This is an optimization exercise on Yosys and OpenROAD, whose aim is small area and a short achievable clock period, not a production implementation.
No run shown here included a check of the RTL's function; only the layout flow was run.
No activity file was given, so power comes from the tool's default toggle rates.

==> design.v <==
module sparc_exu_alu
(
   alu_byp_rd_data_e, exu_ifu_brpc_e, exu_lsu_ldst_va_e,
   exu_lsu_early_va_e, exu_mmu_early_va_e, alu_ecl_add_n64_e,
   alu_ecl_add_n32_e, alu_ecl_log_n64_e, alu_ecl_log_n32_e,
   alu_ecl_zhigh_e, alu_ecl_zlow_e, exu_ifu_regz_e,
   alu_ecl_adderin2_63_e, alu_ecl_adderin2_31_e,
   alu_ecl_adder_out_63_e, alu_ecl_cout32_e, alu_ecl_cout64_e_l,
   alu_ecl_mem_addr_invalid_e_l,
   cen, rclk, byp_alu_rs1_data_e, byp_alu_rs2_data_e_l,
   byp_alu_rs3_data_e, byp_alu_rcc_data_e, ecl_alu_cin_e,
   ifu_exu_invert_d, ecl_alu_log_sel_and_e, ecl_alu_log_sel_or_e,
   ecl_alu_log_sel_xor_e, ecl_alu_log_sel_move_e,
   ecl_alu_out_sel_sum_e_l, ecl_alu_out_sel_rs3_e_l,
   ecl_alu_out_sel_shift_e_l, ecl_alu_out_sel_logic_e_l,
   shft_alu_shift_out_e, ecl_alu_sethi_inst_e, ifu_lsu_casa_e
   );
   input cen;
   input rclk;
   input [63:0] byp_alu_rs1_data_e;
   input [63:0] byp_alu_rs2_data_e_l;
   input [63:0] byp_alu_rs3_data_e;
   input [63:0] byp_alu_rcc_data_e;
   input        ecl_alu_cin_e;
   input        ifu_exu_invert_d;
   input        ecl_alu_log_sel_and_e;
   input        ecl_alu_log_sel_or_e;
   input        ecl_alu_log_sel_xor_e;
   input        ecl_alu_log_sel_move_e;
   input        ecl_alu_out_sel_sum_e_l;
   input        ecl_alu_out_sel_rs3_e_l;
   input        ecl_alu_out_sel_shift_e_l;
   input        ecl_alu_out_sel_logic_e_l;
   input [63:0] shft_alu_shift_out_e;
   input        ecl_alu_sethi_inst_e;
   input        ifu_lsu_casa_e;
   output [63:0] alu_byp_rd_data_e;
   output [47:0] exu_ifu_brpc_e;
   output [47:0] exu_lsu_ldst_va_e;
   output [10:3] exu_lsu_early_va_e;
   output [7:0]  exu_mmu_early_va_e;
   output        alu_ecl_add_n64_e;
   output        alu_ecl_add_n32_e;
   output        alu_ecl_log_n64_e;
   output        alu_ecl_log_n32_e;
   output        alu_ecl_zhigh_e;
   output        alu_ecl_zlow_e;
   output        exu_ifu_regz_e;
   output        alu_ecl_adderin2_63_e;
   output        alu_ecl_adderin2_31_e;
   output        alu_ecl_adder_out_63_e;
   output        alu_ecl_cout32_e;
   output        alu_ecl_cout64_e_l;
   output        alu_ecl_mem_addr_invalid_e_l;
   wire [63:0] a = byp_alu_rs1_data_e;
   wire [63:0] rs2 = ~byp_alu_rs2_data_e_l;
   reg invert_e;
   always @(posedge rclk) invert_e <= ifu_exu_invert_d;
   wire [63:0] b = rs2 ^ {64{invert_e}};
   wire [63:0] g = a & b;
   wire [63:0] t = a | b;
   wire [63:0] p = t & ~g;
   wire bg0_0 = g[0];
   wire bt0_0 = t[0];
   wire bg0_1 = g[1];
   wire bt0_1 = t[1];
   wire bg0_2 = g[2];
   wire bt0_2 = t[2];
   wire bg0_3 = g[3];
   wire bt0_3 = t[3];
   wire bg0_4 = g[4];
   wire bt0_4 = t[4];
   wire bg0_5 = g[5];
   wire bt0_5 = t[5];
   wire bg0_6 = g[6];
   wire bt0_6 = t[6];
   wire bg0_7 = g[7];
   wire bt0_7 = t[7];
   wire bg0_8 = g[8];
   wire bt0_8 = t[8];
   wire bg0_9 = g[9];
   wire bt0_9 = t[9];
   wire bg0_10 = g[10];
   wire bt0_10 = t[10];
   wire bg0_11 = g[11];
   wire bt0_11 = t[11];
   wire bg0_12 = g[12];
   wire bt0_12 = t[12];
   wire bg0_13 = g[13];
   wire bt0_13 = t[13];
   wire bg0_14 = g[14];
   wire bt0_14 = t[14];
   wire bg0_15 = g[15];
   wire bt0_15 = t[15];
   wire bg0_16 = g[16];
   wire bt0_16 = t[16];
   wire bg0_17 = g[17];
   wire bt0_17 = t[17];
   wire bg0_18 = g[18];
   wire bt0_18 = t[18];
   wire bg0_19 = g[19];
   wire bt0_19 = t[19];
   wire bg0_20 = g[20];
   wire bt0_20 = t[20];
   wire bg0_21 = g[21];
   wire bt0_21 = t[21];
   wire bg0_22 = g[22];
   wire bt0_22 = t[22];
   wire bg0_23 = g[23];
   wire bt0_23 = t[23];
   wire bg0_24 = g[24];
   wire bt0_24 = t[24];
   wire bg0_25 = g[25];
   wire bt0_25 = t[25];
   wire bg0_26 = g[26];
   wire bt0_26 = t[26];
   wire bg0_27 = g[27];
   wire bt0_27 = t[27];
   wire bg0_28 = g[28];
   wire bt0_28 = t[28];
   wire bg0_29 = g[29];
   wire bt0_29 = t[29];
   wire bg0_30 = g[30];
   wire bt0_30 = t[30];
   wire bg0_31 = g[31];
   wire bt0_31 = t[31];
   wire bg0_32 = g[32];
   wire bt0_32 = t[32];
   wire bg0_33 = g[33];
   wire bt0_33 = t[33];
   wire bg0_34 = g[34];
   wire bt0_34 = t[34];
   wire bg0_35 = g[35];
   wire bt0_35 = t[35];
   wire bg0_36 = g[36];
   wire bt0_36 = t[36];
   wire bg0_37 = g[37];
   wire bt0_37 = t[37];
   wire bg0_38 = g[38];
   wire bt0_38 = t[38];
   wire bg0_39 = g[39];
   wire bt0_39 = t[39];
   wire bg0_40 = g[40];
   wire bt0_40 = t[40];
   wire bg0_41 = g[41];
   wire bt0_41 = t[41];
   wire bg0_42 = g[42];
   wire bt0_42 = t[42];
   wire bg0_43 = g[43];
   wire bt0_43 = t[43];
   wire bg0_44 = g[44];
   wire bt0_44 = t[44];
   wire bg0_45 = g[45];
   wire bt0_45 = t[45];
   wire bg0_46 = g[46];
   wire bt0_46 = t[46];
   wire bg0_47 = g[47];
   wire bt0_47 = t[47];
   wire bg0_48 = g[48];
   wire bt0_48 = t[48];
   wire bg0_49 = g[49];
   wire bt0_49 = t[49];
   wire bg0_50 = g[50];
   wire bt0_50 = t[50];
   wire bg0_51 = g[51];
   wire bt0_51 = t[51];
   wire bg0_52 = g[52];
   wire bt0_52 = t[52];
   wire bg0_53 = g[53];
   wire bt0_53 = t[53];
   wire bg0_54 = g[54];
   wire bt0_54 = t[54];
   wire bg0_55 = g[55];
   wire bt0_55 = t[55];
   wire bg0_56 = g[56];
   wire bt0_56 = t[56];
   wire bg0_57 = g[57];
   wire bt0_57 = t[57];
   wire bg0_58 = g[58];
   wire bt0_58 = t[58];
   wire bg0_59 = g[59];
   wire bt0_59 = t[59];
   wire bg0_60 = g[60];
   wire bt0_60 = t[60];
   wire bg0_61 = g[61];
   wire bt0_61 = t[61];
   wire bg0_62 = g[62];
   wire bt0_62 = t[62];
   wire bg0_63 = g[63];
   wire bt0_63 = t[63];
   wire bg1_1 = bg0_1 | (bt0_1 & bg0_0);
   wire bt1_1 = bt0_1 & bt0_0;
   wire bg1_3 = bg0_3 | (bt0_3 & bg0_2);
   wire bt1_3 = bt0_3 & bt0_2;
   wire bg1_5 = bg0_5 | (bt0_5 & bg0_4);
   wire bt1_5 = bt0_5 & bt0_4;
   wire bg1_7 = bg0_7 | (bt0_7 & bg0_6);
   wire bt1_7 = bt0_7 & bt0_6;
   wire bg1_9 = bg0_9 | (bt0_9 & bg0_8);
   wire bt1_9 = bt0_9 & bt0_8;
   wire bg1_11 = bg0_11 | (bt0_11 & bg0_10);
   wire bt1_11 = bt0_11 & bt0_10;
   wire bg1_13 = bg0_13 | (bt0_13 & bg0_12);
   wire bt1_13 = bt0_13 & bt0_12;
   wire bg1_15 = bg0_15 | (bt0_15 & bg0_14);
   wire bt1_15 = bt0_15 & bt0_14;
   wire bg1_17 = bg0_17 | (bt0_17 & bg0_16);
   wire bt1_17 = bt0_17 & bt0_16;
   wire bg1_19 = bg0_19 | (bt0_19 & bg0_18);
   wire bt1_19 = bt0_19 & bt0_18;
   wire bg1_21 = bg0_21 | (bt0_21 & bg0_20);
   wire bt1_21 = bt0_21 & bt0_20;
   wire bg1_23 = bg0_23 | (bt0_23 & bg0_22);
   wire bt1_23 = bt0_23 & bt0_22;
   wire bg1_25 = bg0_25 | (bt0_25 & bg0_24);
   wire bt1_25 = bt0_25 & bt0_24;
   wire bg1_27 = bg0_27 | (bt0_27 & bg0_26);
   wire bt1_27 = bt0_27 & bt0_26;
   wire bg1_29 = bg0_29 | (bt0_29 & bg0_28);
   wire bt1_29 = bt0_29 & bt0_28;
   wire bg1_31 = bg0_31 | (bt0_31 & bg0_30);
   wire bt1_31 = bt0_31 & bt0_30;
   wire bg1_33 = bg0_33 | (bt0_33 & bg0_32);
   wire bt1_33 = bt0_33 & bt0_32;
   wire bg1_35 = bg0_35 | (bt0_35 & bg0_34);
   wire bt1_35 = bt0_35 & bt0_34;
   wire bg1_37 = bg0_37 | (bt0_37 & bg0_36);
   wire bt1_37 = bt0_37 & bt0_36;
   wire bg1_39 = bg0_39 | (bt0_39 & bg0_38);
   wire bt1_39 = bt0_39 & bt0_38;
   wire bg1_41 = bg0_41 | (bt0_41 & bg0_40);
   wire bt1_41 = bt0_41 & bt0_40;
   wire bg1_43 = bg0_43 | (bt0_43 & bg0_42);
   wire bt1_43 = bt0_43 & bt0_42;
   wire bg1_45 = bg0_45 | (bt0_45 & bg0_44);
   wire bt1_45 = bt0_45 & bt0_44;
   wire bg1_47 = bg0_47 | (bt0_47 & bg0_46);
   wire bt1_47 = bt0_47 & bt0_46;
   wire bg1_49 = bg0_49 | (bt0_49 & bg0_48);
   wire bt1_49 = bt0_49 & bt0_48;
   wire bg1_51 = bg0_51 | (bt0_51 & bg0_50);
   wire bt1_51 = bt0_51 & bt0_50;
   wire bg1_53 = bg0_53 | (bt0_53 & bg0_52);
   wire bt1_53 = bt0_53 & bt0_52;
   wire bg1_55 = bg0_55 | (bt0_55 & bg0_54);
   wire bt1_55 = bt0_55 & bt0_54;
   wire bg1_57 = bg0_57 | (bt0_57 & bg0_56);
   wire bt1_57 = bt0_57 & bt0_56;
   wire bg1_59 = bg0_59 | (bt0_59 & bg0_58);
   wire bt1_59 = bt0_59 & bt0_58;
   wire bg1_61 = bg0_61 | (bt0_61 & bg0_60);
   wire bt1_61 = bt0_61 & bt0_60;
   wire bg1_63 = bg0_63 | (bt0_63 & bg0_62);
   wire bt1_63 = bt0_63 & bt0_62;
   wire bg2_3 = bg1_3 | (bt1_3 & bg1_1);
   wire bt2_3 = bt1_3 & bt1_1;
   wire bg2_7 = bg1_7 | (bt1_7 & bg1_5);
   wire bt2_7 = bt1_7 & bt1_5;
   wire bg2_11 = bg1_11 | (bt1_11 & bg1_9);
   wire bt2_11 = bt1_11 & bt1_9;
   wire bg2_15 = bg1_15 | (bt1_15 & bg1_13);
   wire bt2_15 = bt1_15 & bt1_13;
   wire bg2_19 = bg1_19 | (bt1_19 & bg1_17);
   wire bt2_19 = bt1_19 & bt1_17;
   wire bg2_23 = bg1_23 | (bt1_23 & bg1_21);
   wire bt2_23 = bt1_23 & bt1_21;
   wire bg2_27 = bg1_27 | (bt1_27 & bg1_25);
   wire bt2_27 = bt1_27 & bt1_25;
   wire bg2_31 = bg1_31 | (bt1_31 & bg1_29);
   wire bt2_31 = bt1_31 & bt1_29;
   wire bg2_35 = bg1_35 | (bt1_35 & bg1_33);
   wire bt2_35 = bt1_35 & bt1_33;
   wire bg2_39 = bg1_39 | (bt1_39 & bg1_37);
   wire bt2_39 = bt1_39 & bt1_37;
   wire bg2_43 = bg1_43 | (bt1_43 & bg1_41);
   wire bt2_43 = bt1_43 & bt1_41;
   wire bg2_47 = bg1_47 | (bt1_47 & bg1_45);
   wire bt2_47 = bt1_47 & bt1_45;
   wire bg2_51 = bg1_51 | (bt1_51 & bg1_49);
   wire bt2_51 = bt1_51 & bt1_49;
   wire bg2_55 = bg1_55 | (bt1_55 & bg1_53);
   wire bt2_55 = bt1_55 & bt1_53;
   wire bg2_59 = bg1_59 | (bt1_59 & bg1_57);
   wire bt2_59 = bt1_59 & bt1_57;
   wire bg2_63 = bg1_63 | (bt1_63 & bg1_61);
   wire bt2_63 = bt1_63 & bt1_61;
   wire bg3_7 = bg2_7 | (bt2_7 & bg2_3);
   wire bt3_7 = bt2_7 & bt2_3;
   wire bg3_15 = bg2_15 | (bt2_15 & bg2_11);
   wire bt3_15 = bt2_15 & bt2_11;
   wire bg3_23 = bg2_23 | (bt2_23 & bg2_19);
   wire bt3_23 = bt2_23 & bt2_19;
   wire bg3_31 = bg2_31 | (bt2_31 & bg2_27);
   wire bt3_31 = bt2_31 & bt2_27;
   wire bg3_39 = bg2_39 | (bt2_39 & bg2_35);
   wire bt3_39 = bt2_39 & bt2_35;
   wire bg3_47 = bg2_47 | (bt2_47 & bg2_43);
   wire bt3_47 = bt2_47 & bt2_43;
   wire bg3_55 = bg2_55 | (bt2_55 & bg2_51);
   wire bt3_55 = bt2_55 & bt2_51;
   wire bg3_63 = bg2_63 | (bt2_63 & bg2_59);
   wire bt3_63 = bt2_63 & bt2_59;
   wire bg4_15 = bg3_15 | (bt3_15 & bg3_7);
   wire bt4_15 = bt3_15 & bt3_7;
   wire bg4_31 = bg3_31 | (bt3_31 & bg3_23);
   wire bt4_31 = bt3_31 & bt3_23;
   wire bg4_47 = bg3_47 | (bt3_47 & bg3_39);
   wire bt4_47 = bt3_47 & bt3_39;
   wire bg4_63 = bg3_63 | (bt3_63 & bg3_55);
   wire bt4_63 = bt3_63 & bt3_55;
   wire bg5_31 = bg4_31 | (bt4_31 & bg4_15);
   wire bt5_31 = bt4_31 & bt4_15;
   wire bg5_63 = bg4_63 | (bt4_63 & bg4_47);
   wire bt5_63 = bt4_63 & bt4_47;
   wire bg6_63 = bg5_63 | (bt5_63 & bg5_31);
   wire bt6_63 = bt5_63 & bt5_31;
   wire bg7_47 = bg4_47 | (bt4_47 & bg5_31);
   wire bt7_47 = bt4_47 & bt5_31;
   wire bg8_23 = bg3_23 | (bt3_23 & bg4_15);
   wire bt8_23 = bt3_23 & bt4_15;
   wire bg8_39 = bg3_39 | (bt3_39 & bg5_31);
   wire bt8_39 = bt3_39 & bt5_31;
   wire bg8_55 = bg3_55 | (bt3_55 & bg7_47);
   wire bt8_55 = bt3_55 & bt7_47;
   wire bg9_11 = bg2_11 | (bt2_11 & bg3_7);
   wire bt9_11 = bt2_11 & bt3_7;
   wire bg9_19 = bg2_19 | (bt2_19 & bg4_15);
   wire bt9_19 = bt2_19 & bt4_15;
   wire bg9_27 = bg2_27 | (bt2_27 & bg8_23);
   wire bt9_27 = bt2_27 & bt8_23;
   wire bg9_35 = bg2_35 | (bt2_35 & bg5_31);
   wire bt9_35 = bt2_35 & bt5_31;
   wire bg9_43 = bg2_43 | (bt2_43 & bg8_39);
   wire bt9_43 = bt2_43 & bt8_39;
   wire bg9_51 = bg2_51 | (bt2_51 & bg7_47);
   wire bt9_51 = bt2_51 & bt7_47;
   wire bg9_59 = bg2_59 | (bt2_59 & bg8_55);
   wire bt9_59 = bt2_59 & bt8_55;
   wire bg10_5 = bg1_5 | (bt1_5 & bg2_3);
   wire bt10_5 = bt1_5 & bt2_3;
   wire bg10_9 = bg1_9 | (bt1_9 & bg3_7);
   wire bt10_9 = bt1_9 & bt3_7;
   wire bg10_13 = bg1_13 | (bt1_13 & bg9_11);
   wire bt10_13 = bt1_13 & bt9_11;
   wire bg10_17 = bg1_17 | (bt1_17 & bg4_15);
   wire bt10_17 = bt1_17 & bt4_15;
   wire bg10_21 = bg1_21 | (bt1_21 & bg9_19);
   wire bt10_21 = bt1_21 & bt9_19;
   wire bg10_25 = bg1_25 | (bt1_25 & bg8_23);
   wire bt10_25 = bt1_25 & bt8_23;
   wire bg10_29 = bg1_29 | (bt1_29 & bg9_27);
   wire bt10_29 = bt1_29 & bt9_27;
   wire bg10_33 = bg1_33 | (bt1_33 & bg5_31);
   wire bt10_33 = bt1_33 & bt5_31;
   wire bg10_37 = bg1_37 | (bt1_37 & bg9_35);
   wire bt10_37 = bt1_37 & bt9_35;
   wire bg10_41 = bg1_41 | (bt1_41 & bg8_39);
   wire bt10_41 = bt1_41 & bt8_39;
   wire bg10_45 = bg1_45 | (bt1_45 & bg9_43);
   wire bt10_45 = bt1_45 & bt9_43;
   wire bg10_49 = bg1_49 | (bt1_49 & bg7_47);
   wire bt10_49 = bt1_49 & bt7_47;
   wire bg10_53 = bg1_53 | (bt1_53 & bg9_51);
   wire bt10_53 = bt1_53 & bt9_51;
   wire bg10_57 = bg1_57 | (bt1_57 & bg8_55);
   wire bt10_57 = bt1_57 & bt8_55;
   wire bg10_61 = bg1_61 | (bt1_61 & bg9_59);
   wire bt10_61 = bt1_61 & bt9_59;
   wire bg11_2 = bg0_2 | (bt0_2 & bg1_1);
   wire bt11_2 = bt0_2 & bt1_1;
   wire bg11_4 = bg0_4 | (bt0_4 & bg2_3);
   wire bt11_4 = bt0_4 & bt2_3;
   wire bg11_6 = bg0_6 | (bt0_6 & bg10_5);
   wire bt11_6 = bt0_6 & bt10_5;
   wire bg11_8 = bg0_8 | (bt0_8 & bg3_7);
   wire bt11_8 = bt0_8 & bt3_7;
   wire bg11_10 = bg0_10 | (bt0_10 & bg10_9);
   wire bt11_10 = bt0_10 & bt10_9;
   wire bg11_12 = bg0_12 | (bt0_12 & bg9_11);
   wire bt11_12 = bt0_12 & bt9_11;
   wire bg11_14 = bg0_14 | (bt0_14 & bg10_13);
   wire bt11_14 = bt0_14 & bt10_13;
   wire bg11_16 = bg0_16 | (bt0_16 & bg4_15);
   wire bt11_16 = bt0_16 & bt4_15;
   wire bg11_18 = bg0_18 | (bt0_18 & bg10_17);
   wire bt11_18 = bt0_18 & bt10_17;
   wire bg11_20 = bg0_20 | (bt0_20 & bg9_19);
   wire bt11_20 = bt0_20 & bt9_19;
   wire bg11_22 = bg0_22 | (bt0_22 & bg10_21);
   wire bt11_22 = bt0_22 & bt10_21;
   wire bg11_24 = bg0_24 | (bt0_24 & bg8_23);
   wire bt11_24 = bt0_24 & bt8_23;
   wire bg11_26 = bg0_26 | (bt0_26 & bg10_25);
   wire bt11_26 = bt0_26 & bt10_25;
   wire bg11_28 = bg0_28 | (bt0_28 & bg9_27);
   wire bt11_28 = bt0_28 & bt9_27;
   wire bg11_30 = bg0_30 | (bt0_30 & bg10_29);
   wire bt11_30 = bt0_30 & bt10_29;
   wire bg11_32 = bg0_32 | (bt0_32 & bg5_31);
   wire bt11_32 = bt0_32 & bt5_31;
   wire bg11_34 = bg0_34 | (bt0_34 & bg10_33);
   wire bt11_34 = bt0_34 & bt10_33;
   wire bg11_36 = bg0_36 | (bt0_36 & bg9_35);
   wire bt11_36 = bt0_36 & bt9_35;
   wire bg11_38 = bg0_38 | (bt0_38 & bg10_37);
   wire bt11_38 = bt0_38 & bt10_37;
   wire bg11_40 = bg0_40 | (bt0_40 & bg8_39);
   wire bt11_40 = bt0_40 & bt8_39;
   wire bg11_42 = bg0_42 | (bt0_42 & bg10_41);
   wire bt11_42 = bt0_42 & bt10_41;
   wire bg11_44 = bg0_44 | (bt0_44 & bg9_43);
   wire bt11_44 = bt0_44 & bt9_43;
   wire bg11_46 = bg0_46 | (bt0_46 & bg10_45);
   wire bt11_46 = bt0_46 & bt10_45;
   wire bg11_48 = bg0_48 | (bt0_48 & bg7_47);
   wire bt11_48 = bt0_48 & bt7_47;
   wire bg11_50 = bg0_50 | (bt0_50 & bg10_49);
   wire bt11_50 = bt0_50 & bt10_49;
   wire bg11_52 = bg0_52 | (bt0_52 & bg9_51);
   wire bt11_52 = bt0_52 & bt9_51;
   wire bg11_54 = bg0_54 | (bt0_54 & bg10_53);
   wire bt11_54 = bt0_54 & bt10_53;
   wire bg11_56 = bg0_56 | (bt0_56 & bg8_55);
   wire bt11_56 = bt0_56 & bt8_55;
   wire bg11_58 = bg0_58 | (bt0_58 & bg10_57);
   wire bt11_58 = bt0_58 & bt10_57;
   wire bg11_60 = bg0_60 | (bt0_60 & bg9_59);
   wire bt11_60 = bt0_60 & bt9_59;
   wire bg11_62 = bg0_62 | (bt0_62 & bg10_61);
   wire bt11_62 = bt0_62 & bt10_61;
   wire [64:0] c;
   assign c[0] = ecl_alu_cin_e;
   assign c[1] = bg0_0 | (bt0_0 & ecl_alu_cin_e);
   assign c[2] = bg1_1 | (bt1_1 & ecl_alu_cin_e);
   assign c[3] = bg11_2 | (bt11_2 & ecl_alu_cin_e);
   assign c[4] = bg2_3 | (bt2_3 & ecl_alu_cin_e);
   assign c[5] = bg11_4 | (bt11_4 & ecl_alu_cin_e);
   assign c[6] = bg10_5 | (bt10_5 & ecl_alu_cin_e);
   assign c[7] = bg11_6 | (bt11_6 & ecl_alu_cin_e);
   assign c[8] = bg3_7 | (bt3_7 & ecl_alu_cin_e);
   assign c[9] = bg11_8 | (bt11_8 & ecl_alu_cin_e);
   assign c[10] = bg10_9 | (bt10_9 & ecl_alu_cin_e);
   assign c[11] = bg11_10 | (bt11_10 & ecl_alu_cin_e);
   assign c[12] = bg9_11 | (bt9_11 & ecl_alu_cin_e);
   assign c[13] = bg11_12 | (bt11_12 & ecl_alu_cin_e);
   assign c[14] = bg10_13 | (bt10_13 & ecl_alu_cin_e);
   assign c[15] = bg11_14 | (bt11_14 & ecl_alu_cin_e);
   assign c[16] = bg4_15 | (bt4_15 & ecl_alu_cin_e);
   assign c[17] = bg11_16 | (bt11_16 & ecl_alu_cin_e);
   assign c[18] = bg10_17 | (bt10_17 & ecl_alu_cin_e);
   assign c[19] = bg11_18 | (bt11_18 & ecl_alu_cin_e);
   assign c[20] = bg9_19 | (bt9_19 & ecl_alu_cin_e);
   assign c[21] = bg11_20 | (bt11_20 & ecl_alu_cin_e);
   assign c[22] = bg10_21 | (bt10_21 & ecl_alu_cin_e);
   assign c[23] = bg11_22 | (bt11_22 & ecl_alu_cin_e);
   assign c[24] = bg8_23 | (bt8_23 & ecl_alu_cin_e);
   assign c[25] = bg11_24 | (bt11_24 & ecl_alu_cin_e);
   assign c[26] = bg10_25 | (bt10_25 & ecl_alu_cin_e);
   assign c[27] = bg11_26 | (bt11_26 & ecl_alu_cin_e);
   assign c[28] = bg9_27 | (bt9_27 & ecl_alu_cin_e);
   assign c[29] = bg11_28 | (bt11_28 & ecl_alu_cin_e);
   assign c[30] = bg10_29 | (bt10_29 & ecl_alu_cin_e);
   assign c[31] = bg11_30 | (bt11_30 & ecl_alu_cin_e);
   assign c[32] = bg5_31 | (bt5_31 & ecl_alu_cin_e);
   assign c[33] = bg11_32 | (bt11_32 & ecl_alu_cin_e);
   assign c[34] = bg10_33 | (bt10_33 & ecl_alu_cin_e);
   assign c[35] = bg11_34 | (bt11_34 & ecl_alu_cin_e);
   assign c[36] = bg9_35 | (bt9_35 & ecl_alu_cin_e);
   assign c[37] = bg11_36 | (bt11_36 & ecl_alu_cin_e);
   assign c[38] = bg10_37 | (bt10_37 & ecl_alu_cin_e);
   assign c[39] = bg11_38 | (bt11_38 & ecl_alu_cin_e);
   assign c[40] = bg8_39 | (bt8_39 & ecl_alu_cin_e);
   assign c[41] = bg11_40 | (bt11_40 & ecl_alu_cin_e);
   assign c[42] = bg10_41 | (bt10_41 & ecl_alu_cin_e);
   assign c[43] = bg11_42 | (bt11_42 & ecl_alu_cin_e);
   assign c[44] = bg9_43 | (bt9_43 & ecl_alu_cin_e);
   assign c[45] = bg11_44 | (bt11_44 & ecl_alu_cin_e);
   assign c[46] = bg10_45 | (bt10_45 & ecl_alu_cin_e);
   assign c[47] = bg11_46 | (bt11_46 & ecl_alu_cin_e);
   assign c[48] = bg7_47 | (bt7_47 & ecl_alu_cin_e);
   assign c[49] = bg11_48 | (bt11_48 & ecl_alu_cin_e);
   assign c[50] = bg10_49 | (bt10_49 & ecl_alu_cin_e);
   assign c[51] = bg11_50 | (bt11_50 & ecl_alu_cin_e);
   assign c[52] = bg9_51 | (bt9_51 & ecl_alu_cin_e);
   assign c[53] = bg11_52 | (bt11_52 & ecl_alu_cin_e);
   assign c[54] = bg10_53 | (bt10_53 & ecl_alu_cin_e);
   assign c[55] = bg11_54 | (bt11_54 & ecl_alu_cin_e);
   assign c[56] = bg8_55 | (bt8_55 & ecl_alu_cin_e);
   assign c[57] = bg11_56 | (bt11_56 & ecl_alu_cin_e);
   assign c[58] = bg10_57 | (bt10_57 & ecl_alu_cin_e);
   assign c[59] = bg11_58 | (bt11_58 & ecl_alu_cin_e);
   assign c[60] = bg9_59 | (bt9_59 & ecl_alu_cin_e);
   assign c[61] = bg11_60 | (bt11_60 & ecl_alu_cin_e);
   assign c[62] = bg10_61 | (bt10_61 & ecl_alu_cin_e);
   assign c[63] = bg11_62 | (bt11_62 & ecl_alu_cin_e);
   assign c[64] = bg6_63 | (bt6_63 & ecl_alu_cin_e);
   wire [63:0] sum = p ^ c[63:0];
   wire c32 = c[32];
   wire c64 = c[64];
   reg [63:0] sum_q;
   always @(posedge rclk) if (cen) sum_q <= sum;
   wire [63:0] spr = p ^ {t[62:0], ecl_alu_cin_e};
   wire s_and = ecl_alu_log_sel_and_e, s_or = ecl_alu_log_sel_or_e;
   wire s_xor = ecl_alu_log_sel_xor_e, s_mov = ecl_alu_log_sel_move_e;
   wire [63:0] mv = {rs2[63:32] & {32{~ecl_alu_sethi_inst_e}}, rs2[31:0]};
   wire [63:0] lg = (g & {64{s_and | s_or}}) | (p & {64{s_or | s_xor}}) |
                    (mv & {64{s_mov}});
   wire o_sum = ~ecl_alu_out_sel_sum_e_l;
   wire o_rs3 = ~ecl_alu_out_sel_rs3_e_l;
   wire o_sh  = ~ecl_alu_out_sel_shift_e_l;
   wire o_lg  = ~ecl_alu_out_sel_logic_e_l;
   assign alu_byp_rd_data_e = (sum_q & {64{o_sum}}) |
                              (byp_alu_rs3_data_e & {64{o_rs3}}) |
                              (shft_alu_shift_out_e & {64{o_sh}}) |
                              (lg & {64{o_lg}});
   wire [63:0] z = o_sum ? spr : lg;
   assign alu_ecl_zlow_e  = ~(|z[31:0]);
   assign alu_ecl_zhigh_e = ~(|z[63:32]);
   wire [63:0] va = ifu_lsu_casa_e ? a : sum_q;
   assign exu_lsu_ldst_va_e = va[47:0];
   assign alu_ecl_mem_addr_invalid_e_l = (&va[63:47]) | ~(|va[63:47]);
   assign exu_ifu_brpc_e = sum_q[47:0];
   assign exu_lsu_early_va_e = sum_q[10:3];
   assign exu_mmu_early_va_e = sum_q[7:0];
   assign alu_ecl_add_n64_e = sum_q[63];
   assign alu_ecl_adder_out_63_e = sum_q[63];
   assign alu_ecl_add_n32_e = sum_q[31];
   assign alu_ecl_log_n64_e = lg[63];
   assign alu_ecl_log_n32_e = lg[31];
   assign exu_ifu_regz_e = ~(|byp_alu_rcc_data_e);
   assign alu_ecl_adderin2_63_e = b[63];
   assign alu_ecl_adderin2_31_e = b[31];
   assign alu_ecl_cout32_e = c32;
   assign alu_ecl_cout64_e_l = ~c64;
endmodule
==> flow/run.sh <==
#!/bin/bash
# The standard layout (standard.sh), with the smallest buffer (buf_1) on
# every port and these extra ORFS settings: 
set -euo pipefail
export BUFFER_PORTS_ARGS="-buffer_cell sky130_fd_sc_hd__buf_1"
bash standard.sh  finish > standard_flow.log 2>&1
==> standard.sh <==
#!/bin/bash
# synth_recipe.tcl (not shown) runs the flow's synth.tcl, then flattens the netlist and writes it again
# the make line also repeats each setting of config.mk as NAME=value (left out here)
make -C /OpenROAD-flow-scripts/flow DESIGN_CONFIG=/design/flow/config.mk WORK_HOME=/design/flow/orfs CLKGATE_MAP_FILE= SYNTH_SCRIPT=/design/flow/synth_recipe.tcl "${@:-finish}"
==> config.mk <==
export PLATFORM = sky130hd
export DESIGN_NAME = sparc_exu_alu
export DESIGN_NICKNAME = sparc_exu_alu
export VERILOG_FILES = /design/flow/design.v
export SDC_FILE = /design/flow/constraint.sdc
export NUM_CORES = 4
export LEC_CHECK = 0
export ABC_AREA = 1
export CAP_MARGIN = 20
export CORE_MARGIN = 2
export CORE_UTILIZATION = 40
export SLEW_MARGIN = 20
==> constraint.sdc <==
create_clock -name core_clock -period 9.0 [get_ports {rclk}]
set_input_delay 1.8000 -clock core_clock [delete_from_list [all_inputs] [get_ports {rclk}]]
set_output_delay 1.8000 -clock core_clock [all_outputs]
set_load 0.01 [all_outputs]
==> results by group, run 1 <==
Worst setup path
  – Worst setup path category: primary input to primary output
  – RR Endpoint: sum_q[55]
  – Critical path startpoint category: primary input
  – Slowest CP cell: nor2_4
  – CP max FO: 31
  – Reg2reg path depth: 20
  – Critical R2R Launch: invert_e
  – Critical path endpoint category: primary output
  – Critical path arrival: 4.80 ns
  – Slowest stage delay, CP: 0.67 ns
  – Register-to-register setup slack: 4.98 ns
  – Worst path required time: 7.20 ns
  – Critical-path cell list: buf_1 -> nor2_4 -> inv_2 -> a22oi_1 -> o21a_1 -> inv_1 -> nor4_1 -> nand2_1 -> o31ai_1 -> nand2_1 -> nor2_1 -> buf_1

Clock network
  – Resized cells post-CTS: 0
  – Post-CTS Hold Buffers: 0
  – TritonCTS clock tree: yes
  – Clock sink count: 65
  – H-tree Lvls: 3
  – Clock latency on the worst-skew pair: 0.34 ns
  – Cts bufs inserted: 9
  – Post-CTS Setup Bufs: 0
  – Reg clk slew, reported paths: 0.06 ns
  – CTS root buf: clkbuf_16
  – Clock tree buffer depth: 2

Die
  – Top Ports: 523
  – Die area: 30,000 sq um
  – Initial core utilization: 40.9%
  – Die Wd: 173 um
  – Std cell rows: 61
  – Die height: 173 um
  – CORE AREA: 28,000 sq um

Routing
  – Total Wirelength: 49,700 um
  – DRT iter0 DRCs: 1,107
  – DRC viols: 0
  – Drt wl/cell: 20.0 um
  – DR pass1 iterations: 6
  – Vias: 13,302
  – Post-DRT Antenna Nets: 0
  – Vias per inst: 5.35

Hold path
  – HP Class: flip-flop to flip-flop
  – Hold path endpoint: sum_q[0]
  – Hold_sp: invert_e
  – Cells on Worst Hold Path: 3

Power
  – Sequential share of power: 25.4%
  – Switching Fraction: 45.4%
  – Clk network pwr share: 20.5%
  – Leak: 0.00609 uW
  – Total power: 1870 uW
  – Pint: 1020 uW
  – Max VDD drop: 88.6 uV
  – Comb power frac: 54.1%
  – Sw Pwr: 850 uW
  – Power per cell area: 139 nW/um^2

Global routing
  – M1 GR Usage: 38.7%
  – GRT overflow: 0
  – Largest net degree at the start of global routing: 75
  – GRT busiest layer: met2
  – Global-route wire length before repair: 73,500 um
  – Met2 GRT Util: 56.5%
  – Vias in the first global route: 12,724
  – Initial antenna violation count: 3
  – GR Util All Layers: 31.6%
  – Met3 usage: 3.74%

Yosys
  – Post-synth cell types: 49
  – Cell Area, Synth: 11,400 sq um
  – Ys flop type: edfxtp_1
  – Area share of the largest cell type after synthesis: 16.8%
  – Post-synth EDFFs: 64
  – Yosys top cell by area: edfxtp_1
  – Syn Nets: 2,150
  – Synth top cells by count: nand2_1 (353), inv_1 (276), ha_1 (128), nor2_1 (116), o21ai_0 (94)
  – Most frequent cell after synthesis: nand2_1
  – Yosys warning count: 1
  – Mean Syn Cell Area: 6.79 sq um
  – Sequential share of the synthesized area: 17.0%
  – Async S/R FF share, synth: 0%
  – Cells after Synth: 1,687
  – Synth Register Bits: 65
  – Main area contributors after synthesis: edfxtp_1 (17%), ha_1 (14%), nand2_1 (12%)

Placement
  – Port bufs: 522
  – Area after DPL: 13,200 sq um
  – HPWL after DPL: 39,900 um
  – Routability cong.: 0.942

Outcome
  – Outcome: finished clean

Timing
  – Setup TNS: 0 ns
  – Final Hold Fails: 0
  – Fin crit share: 73.3%
  – Worst-Margin Slew: 1.11 ns
  – Worst slew margin: 26.0%
  – Setup violations, final: 0
  – Min Tclk post-route: 6.60 ns
  – Slew Limit Fails: 0
  – Achievable Freq: 0.152 GHz
  – Clock skew: 0.00926 ns
  – RSZ-0062 raised after global routing: false

Final layout
  – Share of cells above drive strength 1: 3.47%
  – Cell area after layout: 13,500 sq um
  – Area grow syn2layout: 18.2%
  – NumNets Final: 2,564

Job
  – # Max-Cap Violations: 0
[worst max-delay path by stage]
stage                                  startpoint                      endpoint  slack [ns]  cells after the start
final                        ecl_alu_log_sel_or_e                alu_ecl_zlow_e        2.40                     12
after global routing         ecl_alu_log_sel_or_e                alu_ecl_zlow_e        2.34                     12
after CTS                          ifu_lsu_casa_e  alu_ecl_mem_addr_invalid_e_l        2.56                      7
after detailed placement           ifu_lsu_casa_e  alu_ecl_mem_addr_invalid_e_l        2.54                      7
after global placement       ecl_alu_log_sel_or_e                alu_ecl_zlow_e        2.60                     11
after floorplan           byp_alu_rs2_data_e_l[0]            alu_ecl_cout64_e_l        3.69                     20
[worst max-delay path, delay by kind of cell]
kind | cells | cell delay [ns]
simple gates | 5 | 1.30
buf+inv | 4 | 0.93
compound gates | 3 | 0.72
[cells by family (layout without fill, tap and decap cells)]
kind of cell | Yosys count | after routing | synth area share (%)
xor+xnor | 156 | 156 | 11.9
fa+ha+maj | 129 | 129 | 14.2
simple gates | 605 | 605 | 22.9
flops | 65 | 65 | 17.0
buf+inv | 418 | 836 | 16.0
compound gates | 314 | 314 | 18.1
other cells | 0 | 3 | 0
[layout make-up]
class,instances,area [sq um]
repair buffers,533,2050
fillers,3004,14500
clock inverters,4,68.8
multi-input cells,1204,7670
diodes,3,7.51
well taps,378,473
flip-flops and latches,65,1950
inverters,288,1080
clock buffers,11,233
[routing by layer]
metal | wire [um] | vias to the layer above
met5 | 0 | -
met4 | 1810 | 0
met3 | 3270 | 77
met2 | 24400 | 690
met1 | 20300 | 6166
li1 | - | 6369
[power groups by stage]
stage                     Sequential, uW  Clock, uW  Combinational [uW]
after floorplan                      455          0                 724
after global placement               480          0                 995
after detailed placement             481          0                 997
after CTS                            475        393                1000
after global routing                 482        404                1110
final                                476        384                1010
[metrics by stage]
| stage | cells | util [%] | hold slack [ns] | worst slack (ns) |
|---|---|---|---|---|
| after global routing | 2486 | 48.3 | 1.33 | 2.34 |
| after floorplan | 1687 | - | 1.10 | 3.69 |
| after global placement | 2468 | 47.2 | 1.26 | 2.60 |
| final | 2486 | 48.3 | 1.29 | 2.40 |
| after CTS | 2483 | 48.3 | 1.28 | 2.56 |
| after detailed placement | 2468 | 47.2 | 1.26 | 2.54 |
[placed cells by master, fill, tap and decap left out, types with 36 or more instances in the layout]
| master | synthesis | layout |
|---|---|---|
| inv_1 | 276 | 275 |
| nand2_1 | 353 | 353 |
| nand4_1 | 36 | 36 |
| buf_1 | 19 | 518 |
| ha_1 | 128 | 128 |
| xnor2_1 | 67 | 67 |
| o21ai_0 | 94 | 94 |
| nor2_1 | 116 | 116 |
| edfxtp_1 | 64 | 64 |
| xor2_1 | 89 | 89 |
| a21oi_1 | 69 | 69 |
[flip-flops by register name, indices dropped and copies added, names as in the netlist]
register	count
sum_q	64
invert_e	1
==> run 2: changes to the inputs <==
--- a/config.mk
+++ b/config.mk
@@ -9,4 +9,5 @@
 export CAP_MARGIN = 20
 export CORE_MARGIN = 2
 export CORE_UTILIZATION = 40
+export SETUP_SLACK_MARGIN = 3.0
 export SLEW_MARGIN = 20
==> results by group, run 2 <==
Yosys
  – Syn Nets: 2,150 (unchanged)
  – Area share of the largest cell type after synthesis: 16.8% (unchanged)
  – Cells after Synth: 1,687 (unchanged)
  – Ys flop type: edfxtp_1 (unchanged)
  – Yosys warning count: 1 (unchanged)
  – Synth Register Bits: 65 (unchanged)
  – Post-synth cell types: 49 (unchanged)
  – Yosys top cell by area: edfxtp_1 (unchanged)
  – Post-synth EDFFs: 64 (unchanged)
  – Synth top cells by count: nand2_1 (353), inv_1 (276), ha_1 (128), nor2_1 (116), o21ai_0 (94) (unchanged)
  – Main area contributors after synthesis: edfxtp_1 (17%), ha_1 (14%), nand2_1 (12%) (unchanged)
  – Mean Syn Cell Area: 6.79 sq um (unchanged)
  – Async S/R FF share, synth: 0% (unchanged)
  – Sequential share of the synthesized area: 17.0% (unchanged)
  – Cell Area, Synth: 11,400 sq um (unchanged)
  – Most frequent cell after synthesis: nand2_1 (unchanged)

Routing
  – DR pass1 iterations: 6 (unchanged)
  – Drt wl/cell: 20.2 um (was 20.0 um)
  – Vias per inst: 5.36 (was 5.35)
  – DRT iter0 DRCs: 1,127 (was 1,107)
  – DRC viols: 0 (unchanged)
  – Vias: 13,373 (was 13,302)
  – Post-DRT Antenna Nets: 0 (unchanged)
  – Total Wirelength: 50,400 um (was 49,700 um)

Placement
  – Port bufs: 522 (unchanged)
  – Area after DPL: 13,200 sq um (unchanged)
  – Dpl ws: 2.54 ns (unchanged)
  – HPWL after DPL: 39,900 um (unchanged)
  – Routability cong.: 0.942 (unchanged)

Global routing
  – Vias in the first global route: 12,789 (was 12,724)
  – GRT overflow: 0 (unchanged)
  – Largest net degree at the start of global routing: 75 (unchanged)
  – Initial antenna violation count: 3 (unchanged)
  – Global-route wire length before repair: 74,400 um (was 73,500 um)
  – GR Util All Layers: 32.0% (was 31.6%)

Timing
  – Min Tclk post-route: 5.85 ns (was 6.60 ns)
  – Fin Hold WS: 1.29 ns (about the same)
  – Setup violations, final: 0 (unchanged)
  – RSZ-0062 raised after global routing: false (unchanged)
  – Achievable Freq: 0.171 GHz (was 0.152 GHz)
  – Worst slew margin: 33.5% (was 26.0%)
  – Final WS setup: 3.15 ns (was 2.40 ns)
  – Clock skew: 0.00889 ns (was 0.00926 ns)
  – Setup TNS: 0 ns (unchanged)
  – Worst-Margin Slew: 0.998 ns (was 1.11 ns)
  – Fin crit share: 65.0% (was 73.3%)
  – Slew Limit Fails: 0 (unchanged)
  – Final Hold Fails: 0 (unchanged)

Final layout
  – NumNets Final: 2,574 (was 2,564)
  – Max FFs per register: 64 (unchanged)
  – Area grow syn2layout: 19.9% (was 18.2%)
  – Largest Register: sum_q (unchanged)
  – Multi-input logic area: 7750 sq um (was 7670 sq um)
  – Share of cells above drive strength 1: 4.82% (was 3.47%)
  – Biggest regs: sum_q: 64 flops, invert_e: 1 flops (unchanged)
  – Cell area after layout: 13,700 sq um (was 13,500 sq um)
  – Most frequent cells in the layout: buf_1 (513), nand2_1 (352), inv_1 (275) (was buf_1 (518), nand2_1 (353), inv_1 (275))
  – Commonest non-fill, non-tap cell in the layout: buf_1 (unchanged)
  – Fillers: 2,989 (was 3,004)
  – Post-layout util: 49.0% (was 48.3%)
  – Register area: 1950 sq um (unchanged)

Clock network
  – Post-CTS Hold Buffers: 0 (unchanged)
  – TritonCTS clock tree: yes (unchanged)
  – Cts bufs inserted: 9 (unchanged)
  – H-tree Lvls: 3 (unchanged)
  – Reg clk slew, reported paths: 0.06 ns (about the same)
  – Clock sink count: 65 (unchanged)
  – CTS root buf: clkbuf_16 (unchanged)
  – Clock latency on the worst-skew pair: 0.33 ns (was 0.34 ns)
  – Clock tree buffer depth: 2 (unchanged)

Worst setup path
  – Reg2reg path depth: 20 (unchanged)
  – WP buf/inv: 4 (unchanged)
  – Critical path arrival: 4.05 ns (was 4.80 ns)
  – CP top delay family: simple AND/OR/NAND/NOR gates (unchanged)
  – CP max FO: 5 (was 31)
  – RR Endpoint: sum_q[55] (unchanged)
  – Critical-path cell list: buf_1 -> xnor2_2 -> inv_1 -> ha_1 -> nor2_1 -> nand2_1 -> nor2_2 -> nand2_1 -> inv_1 -> nand3_1 -> nand2_1 -> nor2_2 -> nand2_4 -> nand2_2 -> nand2_4 -> nand2_2 -> nand2_4 -> a211oi_2 -> buf_2 (was buf_1 -> nor2_4 -> inv_2 -> a22oi_1 -> o21a_1 -> inv_1 -> nor4_1 -> nand2_1 -> o31ai_1 -> nand2_1 -> nor2_1 -> buf_1)
  – Worst setup path category: primary input to primary output (unchanged)
  – Slowest stage delay, CP: 0.22 ns (was 0.67 ns)
  – Critical path endpoint category: primary output (unchanged)
  – Slowest CP cell: ha_1 (was nor2_4)
  – Register-to-register setup slack: 5.07 ns (was 4.98 ns)
  – Worst path required time: 7.20 ns (about the same)
  – Critical R2R Launch: invert_e (unchanged)
  – Critical path startpoint category: primary input (unchanged)

Power
  – Max VDD drop: 86.0 uV (was 88.6 uV)
  – Sequential share of power: 25.2% (was 25.4%)
  – Sw Pwr: 856 uW (was 850 uW)
  – Comb power frac: 54.5% (was 54.1%)
  – Power per cell area: 138 nW/um^2 (was 139 nW/um^2)
  – Clk network pwr share: 20.3% (was 20.5%)
  – Leak: 0.00618 uW (was 0.00609 uW)
  – Pint: 1030 uW (was 1020 uW)
  – Switching Fraction: 45.3% (was 45.4%)

Die
  – Top Ports: 523 (unchanged)
  – Die height: 173 um (unchanged)
  – Die Wd: 173 um (unchanged)
  – CORE AREA: 28,000 sq um (unchanged)
  – Std cell rows: 61 (unchanged)
  – Die area: 30,000 sq um (unchanged)
  – Initial core utilization: 40.9% (unchanged)

Hold path
  – Hold path endpoint: sum_q[0] (unchanged)
  – HP Class: flip-flop to flip-flop (unchanged)
  – Hold_sp: invert_e (unchanged)
  – Cells on Worst Hold Path: 3 (unchanged)

Outcome
  – Outcome: finished clean (unchanged)

Job
  – # Max-Cap Violations: 0 (unchanged)
run 2: worst reg2reg max path, cell delays in order (launching register included):
cell and delay (ns):
dfxtp_4 0.84, buf_4 0.63, xnor2_1 0.23, inv_1 0.07
ha_1 0.21, inv_2 0.06, nand2_1 0.09, nor3_4 0.19
nand3_1 0.14, nor2_2 0.18, nand3_1 0.15, nand2_1 0.11
nor2_2 0.05, nand2_4 0.11, nand2_1 0.07, nand2_2 0.11
nand2_1 0.05, nand2_1 0.13, nand2_1 0.09, nand3_1 0.08
nand2_1 0.08
run 2: metal layers:
layer | track usage, % | part of all wire [%] | wire [um] | vias up
met5 | 0 | 0 | 0 | -
met3 | 3.74 | 6.4 | 3230 | 75
met4 | 12.1 | 3.6 | 1810 | 0
met2 | 57.4 | 49 | 25000 | 679
met1 | 39.2 | 41 | 20400 | 6219
li1 | - | - | - | 6400
run 2: cell type report:
type / count / share of cell area [%]
Clock inverter: 4 / 0.501
Inverter: 288 / 7.94
Timing Repair Buffer: 542 / 15.7
Sequential cell: 65 / 14.2
Clock buffer: 11 / 1.70
Tap cell: 378 / 3.45
Multi-Input combinational cell: 1205 / 56.5
Antenna cell: 3 / 0.0547
run 2: how the worst max path moves through the flow:
stage | slack [ns] | to | start | cells past startpoint
finish | 3.15 | alu_ecl_cout64_e_l | byp_alu_rs2_data_e_l[26] | 19
CTS | 2.86 | alu_ecl_mem_addr_invalid_e_l | ifu_lsu_casa_e | 7
global route | 2.96 | alu_ecl_cout64_e_l | byp_alu_rs2_data_e_l[7] | 20
global placement | 2.60 | alu_ecl_zlow_e | ecl_alu_log_sel_or_e | 11
floorplan | 3.69 | alu_ecl_cout64_e_l | byp_alu_rs2_data_e_l[0] | 20
detailed placement | 2.54 | alu_ecl_mem_addr_invalid_e_l | ifu_lsu_casa_e | 7
run 2: cells by family after synthesis:
kind of cell / Yosys count / synth area share, %
adders and majority gates: 129 / 14.2
xor gates and xnor gates: 156 / 11.9
AOI/OAI and AO/OA: 314 / 18.1
DFF: 65 / 17.0
and+or+nand+nor: 605 / 22.9
buffers and inverters: 418 / 16.0
run 2: timing repair:
action / in CTS / in global routing
gates resized for setup: 3 / 30
pin swaps: 2 / 4
buffers inserted: 6 / 3
gates cloned: 1 / 0
endpoints found under the setup margin: 3 / 4
run 2: stage by stage:
stage,total power (uW),std cells
after CTS,1880,2490
final,1890,2496
after global routing,2020,2496
after detailed placement,1480,2468
after floorplan,1180,1687
after global placement,1480,2468
run 2: power by group through the flow:
stage	Combinational, uW	Sequential, uW	Clock, uW
2_1_floorplan	724	455	0
6_report	1030	476	383
3_3_place_gp	995	480	0
3_5_place_dp	997	481	0
5_1_grt	1130	482	404
4_1_cts	1010	475	393
==> run 3: changes to the inputs <==
--- a/config.mk
+++ b/config.mk
@@ -9,5 +9,5 @@
 export CAP_MARGIN = 20
 export CORE_MARGIN = 2
 export CORE_UTILIZATION = 40
-export SETUP_SLACK_MARGIN = 3.0
+export SETUP_SLACK_MARGIN = 3.7
 export SLEW_MARGIN = 20
==> results by group, run 3 <==
Outcome
  – Outcome: finished clean (unchanged)

Timing
  – Setup violations, final: 0 (unchanged)
  – Final Hold Fails: 0 (unchanged)
  – Worst slew margin: 27.2% (was 33.5%)
  – Slew Limit Fails: 0 (unchanged)
  – Achievable Freq: 0.176 GHz (was 0.171 GHz)
  – Clock skew: 0.00728 ns (was 0.00889 ns)
  – Min Tclk post-route: 5.67 ns (was 5.85 ns)
  – Fin Hold WS: 1.20 ns (was 1.29 ns)
  – Setup TNS: 0 ns (unchanged)
  – RSZ-0062 raised after global routing: true (was false)
  – Worst-Margin Slew: 1.09 ns (was 0.998 ns)
  – Fin crit share: 63.0% (was 65.0%)

Global routing
  – Global-route wire length before repair: 76,500 um (was 74,400 um)
  – Vias in the first global route: 13,479 (was 12,789)
  – Initial antenna violation count: 8 (was 3)
  – Largest net degree at the start of global routing: 72 (was 75)
  – GR Util All Layers: 33.0% (was 32.0%)
  – GRT overflow: 0 (unchanged)

Placement
  – Port bufs: 522 (unchanged)
  – Dpl cells: 2,470 (was 2,468)
  – Routability cong.: 0.945 (was 0.942)
  – HPWL after DPL: 38,800 um (was 39,900 um)

Worst setup path
  – Critical path startpoint category: primary input (unchanged)
  – Critical path arrival: 3.87 ns (was 4.05 ns)
  – Worst setup path category: primary input to primary output (unchanged)
  – Worst path required time: 7.20 ns (about the same)
  – Register-to-register setup slack: 4.16 ns (was 5.07 ns)
  – Critical path endpoint category: primary output (unchanged)
  – CP max FO: 2 (was 5)

Clock network
  – H-tree Lvls: 3 (unchanged)
  – Reg clk slew, reported paths: 0.06 ns (about the same)
  – Clock sink count: 65 (unchanged)
  – Cts bufs inserted: 9 (unchanged)
  – CTS root buf: clkbuf_16 (unchanged)
  – Clock latency on the worst-skew pair: 0.33 ns (about the same)
  – TritonCTS clock tree: yes (unchanged)
  – Clock tree buffer depth: 2 (unchanged)

Final layout
  – Layout Cells excl Fill: 2,565 (was 2,496)
  – NumNets Final: 2,640 (was 2,574)
  – Most frequent cells in the layout: buf_1 (472), nand2_1 (336), inv_1 (261) (was buf_1 (513), nand2_1 (352), inv_1 (275))
  – Biggest regs: sum_q: 64 flops, invert_e: 1 flops (unchanged)
  – Share of cells above drive strength 1: 17.1% (was 4.82%)
  – Commonest non-fill, non-tap cell in the layout: buf_1 (unchanged)
  – Max FFs per register: 64 (unchanged)
  – Area grow syn2layout: 33.9% (was 19.9%)
  – Largest Register: sum_q (unchanged)

Routing
  – Vias: 14,007 (was 13,373)
  – Drt wl/cell: 20.6 um (was 20.2 um)
  – Total Wirelength: 52,800 um (was 50,400 um)
  – DRC viols: 0 (unchanged)
  – Post-DRT Antenna Nets: 0 (unchanged)
  – DRT iter0 DRCs: 1,440 (was 1,127)
  – DR pass1 iterations: 6 (unchanged)
  – Vias per inst: 5.46 (was 5.36)

Yosys
  – Main area contributors after synthesis: edfxtp_1 (17%), ha_1 (14%), nand2_1 (12%) (unchanged)
  – Most frequent cell after synthesis: nand2_1 (unchanged)
  – Syn Nets: 2,150 (unchanged)
  – Sequential share of the synthesized area: 17.0% (unchanged)
  – Async S/R FF share, synth: 0% (unchanged)
  – Ys flop type: edfxtp_1 (unchanged)
  – Cell Area, Synth: 11,400 sq um (unchanged)
  – Mean Syn Cell Area: 6.79 sq um (unchanged)
  – Post-synth cell types: 49 (unchanged)
  – Yosys warning count: 1 (unchanged)
  – Synth top cells by count: nand2_1 (353), inv_1 (276), ha_1 (128), nor2_1 (116), o21ai_0 (94) (unchanged)
  – Yosys top cell by area: edfxtp_1 (unchanged)
  – Post-synth EDFFs: 64 (unchanged)
  – Synth Register Bits: 65 (unchanged)
  – Cells after Synth: 1,687 (unchanged)
  – Area share of the largest cell type after synthesis: 16.8% (unchanged)

Die
  – CORE AREA: 28,000 sq um (unchanged)
  – Die height: 173 um (unchanged)
  – Die area: 30,000 sq um (unchanged)
  – Top Ports: 523 (unchanged)
  – Initial core utilization: 40.9% (unchanged)
  – Std cell rows: 61 (unchanged)
  – Die Wd: 173 um (unchanged)

Power
  – Leak: 0.00686 uW (was 0.00618 uW)
  – Power per cell area: 133 nW/um^2 (was 138 nW/um^2)
  – Total power: 2040 uW (was 1890 uW)
  – Max VDD drop: 80.1 uV (was 86.0 uV)

Job
  – # Max-Cap Violations: 0 (unchanged)

Hold path
  – HP Class: flip-flop to flip-flop (unchanged)
## run 3: cell counts after synthesis
Identical to the previous run, type by type.
## run 3: what timing repair did
item,CTS,global route
pin swaps,48,56
hold buffers,0,0
gates resized for setup,137,167
gates cloned,3,2
buffers inserted,49,20
endpoints found under the setup margin,72,15
## run 3: final cells by class
class                   count  area, sq um
inverters                 288         1090
clock inverters             7         85.1
fillers                  2891        12700
flip-flops and latches     65         1950
clock buffers               9          225
diodes                      5         12.5
repair buffers            608         2920
well taps                 378          473
multi-input cells        1205         8570
## run 3: final timing paths
path / start / endpoint / depth (start not counted)
worst max register to register: invert_e / sum_q[31] / 34
worst min register to register: invert_e / sum_q[18] / 4
worst min-delay path: invert_e / sum_q[18] / 4
worst max-delay path: byp_alu_rs2_data_e_l[23] / alu_ecl_cout64_e_l / 18
## run 3: cells by family after synthesis
logic type	after synthesis	share of synthesized area, %
XOR/XNOR	156	11.9
AO/OA/AOI/OAI	314	18.1
adder cells (fa/ha/maj)	129	14.2
AND/OR/NAND/NOR	605	22.9
buffers and inverters	418	16.0
flip-flops	65	17.0
## run 3: worst max-delay path, stage by stage
cell,delay [ns]
buf_2,0.11
xor2_2,0.20
inv_1,0.10
ha_1,0.19
inv_1,0.07
o21ai_1,0.08
a21oi_2,0.16
nand2_2,0.10
a21oi_2,0.18
nand2_2,0.08
nand2_4,0.09
nand2_4,0.06
nand2_4,0.06
nand2_4,0.05
nand2_4,0.07
nand2_4,0.05
a211oi_2,0.24
buf_2,0.17
## run 3: power breakdown
| part | internal, uW | leakage [uW] | switching [uW] | total, uW |
|---|---|---|---|---|
| sequential | 423 | 0.000636 | 50.4 | 473 |
| clock | 240 | 0.000150 | 154 | 394 |
| combinational | 464 | 0.00608 | 710 | 1170 |
## run 3: layer usage
layer | GRT usage, % | vias to the layer above | wire (um)
li1 | - | 6523 | -
met1 | 40.1 | 6618 | 20700
met2 | 58.2 | 748 | 25600
met3 | 4.71 | 116 | 4180
met4 | 14.0 | 2 | 2350
met5 | 0 | - | 13
## run 3: metrics by stage
stage | area [sq um] | utilization, % | setup WS, ns
after CTS | 14500 | 51.9 | 3.40
final | 15300 | 54.7 | 3.33
after global placement | 13300 | 47.3 | 2.21
after global routing | 15300 | 54.7 | 3.21
after floorplan | 11500 | - | 3.70
after detailed placement | 13300 | 47.3 | 2.16
==> run 4: changes to the inputs <==
--- a/config.mk
+++ b/config.mk
@@ -8,6 +8,6 @@
 export ABC_AREA = 1
 export CAP_MARGIN = 20
 export CORE_MARGIN = 2
-export CORE_UTILIZATION = 40
-export SETUP_SLACK_MARGIN = 3.7
+export CORE_UTILIZATION = 60
+export SETUP_SLACK_MARGIN = 3.3
 export SLEW_MARGIN = 20
==> results by group, run 4 <==
Outcome
  – Outcome: aborted with a tool error (was finished clean)
  – Failing step: I/O pin placement (3_2_place_iop)
  – Stop err: [ERROR PPL-0024] Number of IO pins (523) exceeds maximum number of available positions (508). Increase the die perimeter from 568.50um to 711.28um.

Yosys
  – Most frequent cell after synthesis: nand2_1 (unchanged)
  – Post-synth EDFFs: 64 (unchanged)
  – Ys flop type: edfxtp_1 (unchanged)
  – Syn Nets: 2,150 (unchanged)
  – Yosys warning count: 1 (unchanged)
  – Area share of the largest cell type after synthesis: 16.8% (unchanged)
  – Post-synth cell types: 49 (unchanged)
  – Async S/R FF share, synth: 0% (unchanged)
  – Yosys top cell by area: edfxtp_1 (unchanged)
  – Cells after Synth: 1,687 (unchanged)
  – Main area contributors after synthesis: edfxtp_1 (17%), ha_1 (14%), nand2_1 (12%) (unchanged)
  – Synth top cells by count: nand2_1 (353), inv_1 (276), ha_1 (128), nor2_1 (116), o21ai_0 (94) (unchanged)
  – Sequential share of the synthesized area: 17.0% (unchanged)
  – Mean Syn Cell Area: 6.79 sq um (unchanged)
  – Cell Area, Synth: 11,400 sq um (unchanged)
  – Synth Register Bits: 65 (unchanged)

Die
  – Initial core utilization: 61.2% (was 40.9%)
  – Std cell rows: 50 (was 61)
  – Die Wd: 142 um (was 173 um)
  – Die height: 142 um (was 173 um)
## run 4: cell counts after synthesis
No cell type changed its count.
## run 4: cells by family after synthesis
logic type / count (synthesis) / share of synthesized area [%]
XOR/XNOR: 156 / 11.9
buffers and inverters: 418 / 16.0
flip-flops: 65 / 17.0
adder cells (fa/ha/maj): 129 / 14.2
AO/OA/AOI/OAI: 314 / 18.1
AND/OR/NAND/NOR: 605 / 22.9

==> afterwards: timing with drivers on the ports <==
How much do the figures lean on ideal ports? The routed layouts below were timed once more, with nothing changed but the port constraints.
Step 1: set_driving_cell puts a clkbuf_16 on rclk and a buf_2 on each other input, an assumption about the parent block.
Step 2 times the ports against the registers' clock, not the clock port: input delays grow and output delays shrink by t, the midpoint of the rising clock arrivals with the driver on.
Slacks: ideal ports / drivers / drivers and shift; pairs: ideal ports / drivers.
run	t (ns)	setup slack, ns	hold slack, ns	worst setup path at the end
run 1	0.388	2.405 / 2.382 / 2.382	1.285 / 1.285 / 1.285	input to output
run 2	0.384	3.151 / 3.120 / 3.120	1.290 / 1.290 / 1.290	input to output
run 3	0.386	3.326 / 3.286 / 3.059	1.202 / 1.202 / 1.202	input to register
After both steps every run listed still meets setup and hold. The setup slack of run 3, which loses most, moves by -0.040 ns with the drivers and by -0.267 ns with both steps.
